Source: an optimization exercise on an open RTL-to-GDS flow (aim: small area and a short achievable clock period). Production flows keep margins and buffers that such runs may drop. RTL that was checked went through simulation tests only; none was proved equivalent to the original. The clock port is modelled as an ideal driver; clocking choices that lean on that would not hold on a real chip. Power figures rest on the tool's default switching activity, not on a simulated workload.

## MS
==> flow/design.v (excerpt) <==
module easyobv_lb
(
    input logic clk,
    input logic rst,
    input logic pause,
    input logic clear,
    output logic timeout,
    input logic [87:0] instr_tdata,
    input logic instr_tvalid,
    output logic instr_tready,
    output logic [63:0] traffic_tdata,
    output logic traffic_tvalid,
    output logic [7:0] traffic_tkeep,
    output logic traffic_tlast,
    output logic [3:0] traffic_tdest,
    input logic traffic_tready,
    input logic [63:0] rx_mon_tdata,
    input logic rx_mon_tvalid,
    input logic rx_mon_tready,
    input logic [7:0] rx_mon_tkeep,
    input logic rx_mon_tlast,
    input logic [3:0] rx_mon_tdest,
    output logic mismatch,
    output logic [19:0] time_cnt,
    output logic [19:0] tx_pkt_cnt,
    output logic [19:0] tx_time_elapsed,
    output logic [19:0] tx_transferred_size,
    output logic [19:0] rx_pkt_cnt,
    output logic [19:0] rx_time_elapsed,
    output logic [19:0] rx_transferred_size,
    output logic [19:0] latency_sum
);
Size in the first run: about 6,100 cells after synthesis, roughly 410 I/O pins, ~0.084 mm² of cells after synthesis.
Settings: LEC_CHECK=0, CAP_MARGIN=20, CORE_MARGIN=2, CORE_UTILIZATION=70, CTS_CLUSTER_DIAMETER=80, CTS_CLUSTER_SIZE=24, SETUP_SLACK_MARGIN=3.9, SLEW_MARGIN=20, SYNTH_HIERARCHICAL=1, SYNTH_MINIMUM_KEEP_SIZE=0; clock period 7.0 ns.
standard.sh (not shown) runs the stock make flow with config.mk's settings and CLKGATE_MAP_FILE= SYNTH_SCRIPT=/design/flow/synth_recipe.tcl, a recipe that flattens the netlist after the stock synthesis.
==> flow/flow/run.sh <==
#!/bin/bash
# The standard layout, with two changes: plain buf_1 cells as the port buffers instead
# of the delay buffers buffer_ports picks by default, and, after clock tree synthesis,
# the gate that drives the instr_tready port takes its inputs straight from the port
# buffers (eco.tcl) rather than through the buffers placement put after them.
set -euo pipefail
export BUFFER_PORTS_ARGS="-buffer_cell sky130_fd_sc_hd__buf_1"
bash standard.sh cts > standard_cts.log 2>&1
R=orfs/results/sky130hd/easyobv_lb/base
printf 'read_db %s\nsource flow/eco.tcl\nwrite_db %s\n' $R/4_cts.odb $R/4_cts.odb > eco_run.tcl
openroad -no_init -exit eco_run.tcl > eco.log 2>&1
bash standard.sh > standard_finish.log 2>&1
==> flow/flow/eco.tcl <==
# Shorten the input-to-output path to instr_tready: its gate takes its inputs
# straight from the port buffers, and the gate and the output buffer are upsized.
proc drv_inst {net} {
  foreach it [$net getITerms] {
    if {[$it isOutputSignal]} { return [$it getInst] }
  }
  return ""
}
proc in_net {inst} {
  foreach it [$inst getITerms] {
    if {[$it isInputSignal] && [$it getNet] != "NULL"} { return [$it getNet] }
  }
  return ""
}
set block [ord::get_db_block]
set obuf [drv_inst [[$block findBTerm instr_tready] getNet]]
set gate [drv_inst [in_net $obuf]]
puts "output buffer [$obuf getName] [[$obuf getMaster] getName], gate [$gate getName] [[$gate getMaster] getName]"
foreach it [$gate getITerms] {
  if {![$it isInputSignal]} continue
  set net [$it getNet]
  set d [drv_inst $net]
  # walk back through buffers to the port buffer
  while {$d != "" && [string match "*buf*" [[$d getMaster] getName]] && ![string match "input*" [$d getName]]} {
    set up [in_net $d]
    set dd [drv_inst $up]
    if {$dd == ""} break
    set net $up
    set d $dd
  }
  if {$net != [$it getNet]} {
    puts "  [$it getMTerm] ([[$it getMTerm] getName]): [[$it getNet] getName] -> [$net getName]"
    $it disconnect
    $it connect $net
  }
}
Relative to MS, the following input files were edited for PW:
-- flow/design.v --
<<< MS, line 386
    logic cmp_push, cmp_pop, cmp_head_new;
    assign tx_vec = {tx_tdest, tx_tlast, tx_tkeep, tx_tdata};
    assign cmp_empty = cmp_cnt == 5'd0;
    assign cmp_one = cmp_cnt == 5'd1;
    assign cmp_full = cmp_cnt == 5'd17;
    assign cmp_push = tx_hs & ~cmp_full;
    assign cmp_pop = rx_hs & ~mismatch & ~cmp_empty;
>>> PW, line 386
    logic cmp_push, cmp_pop, cmp_head_new;
    assign tx_vec = {tx_tdest, tx_tlast, tx_tkeep, tx_tdata};
    assign cmp_push = tx_hs & ~cmp_full;
    assign cmp_pop = rx_hs & ~mismatch & ~cmp_empty;
<<< MS, line 394
    logic [4:0] cmp_cnt_nxt;
    fifo_count u_cmp_cnt (.cnt(cmp_cnt), .push(cmp_push), .pop(cmp_pop), .cnt_nxt(cmp_cnt_nxt));
    always_ff @(posedge clk) begin
        if (rst_4) begin
>>> PW, line 391
    logic [4:0] cmp_cnt_nxt;
    fifo_count u_cmp_cnt (.cnt(cmp_cnt), .push(cmp_push), .pop(cmp_pop), .cnt_nxt(cmp_cnt_nxt));
    always_ff @(posedge clk) begin
        if (rst_4) begin
            cmp_empty <= 1'b1;
            cmp_one <= 1'b0;
            cmp_full <= 1'b0;
        end
        else begin
            cmp_empty <= cmp_cnt_nxt == 5'd0;
            cmp_one <= cmp_cnt_nxt == 5'd1;
            cmp_full <= cmp_cnt_nxt == 5'd17;
        end
    end
    always_ff @(posedge clk) begin
        if (rst_4) begin
<<< MS, line 451
    assign lat_in = tx_hs & tx_tlast & ~mismatch;
    assign lat_out = rx_hs & rx_tlast & ~mismatch;
    assign lat_empty = lat_cnt == 5'd0;
    assign lat_one = lat_cnt == 5'd1;
    assign lat_three_up = lat_cnt >= 5'd3;
    assign lat_full = lat_cnt == 5'd17;
    assign lat_push = lat_in & ~lat_full;
    assign lat_pop = lat_out & ~lat_empty;
>>> PW, line 460
    assign lat_in = tx_hs & tx_tlast & ~mismatch;
    assign lat_out = rx_hs & rx_tlast & ~mismatch;
    assign lat_push = lat_in & ~lat_full;
    assign lat_pop = lat_out & ~lat_empty;
<<< MS, line 460
    logic [4:0] lat_cnt_nxt;
    fifo_count u_lat_cnt (.cnt(lat_cnt), .push(lat_push), .pop(lat_pop), .cnt_nxt(lat_cnt_nxt));
    logic [19:0] lat_rd3;
    always_comb begin
>>> PW, line 465
    logic [4:0] lat_cnt_nxt;
    fifo_count u_lat_cnt (.cnt(lat_cnt), .push(lat_push), .pop(lat_pop), .cnt_nxt(lat_cnt_nxt));
    always_ff @(posedge clk) begin
        if (rst_6) begin
            lat_empty <= 1'b1;
            lat_one <= 1'b0;
            lat_three_up <= 1'b0;
            lat_full <= 1'b0;
        end
        else begin
            lat_empty <= lat_cnt_nxt == 5'd0;
            lat_one <= lat_cnt_nxt == 5'd1;
            lat_three_up <= lat_cnt_nxt >= 5'd3;
            lat_full <= lat_cnt_nxt == 5'd17;
        end
    end
    logic [19:0] lat_rd3;
    always_comb begin
==> comparison <==
PW reports a lower routed length on met1 than MS does. Delta (PW minus MS): detailed router's first-iteration violation count now larger, relative contribution of combinational cells to total power now smaller, area growth from synthesis to final layout now smaller, switching part of the total now smaller, number of gates given a new drive strength after cts now smaller. Total detailed-routing wirelength in PW is 6.3 mm below MS. Result for PW and MS: all clean.
Function not checked in PW: the RTL went through the layout flow alone.

## what the ideal ports hide
Ports are ideal in the flow. The routed layouts listed here were re-timed in OpenROAD. Step 1 assumes that a clkbuf_16 drives the clock port and a buf_2 every other input. Step 2 also shifts input and output timing later by t, the mid clock arrival at the registers, as if the neighbouring blocks saw the same clock. Three values: no drivers, after step 1, after step 2; two values: the first two.
run	t, ns	setup slack, ns	worst setup path at the end	clock arrival spread, ns
MS	0.806	3.723 / 3.559 / 2.953	input to register	0.034 / 0.034
PW	0.806	3.671 / 3.495 / 2.689	input to register	0.049 / 0.049
After both steps setup and hold are still met in every run listed. For PW, which loses most, drivers alone change the setup slack by -0.176 ns; drivers and shift together by -0.982 ns.
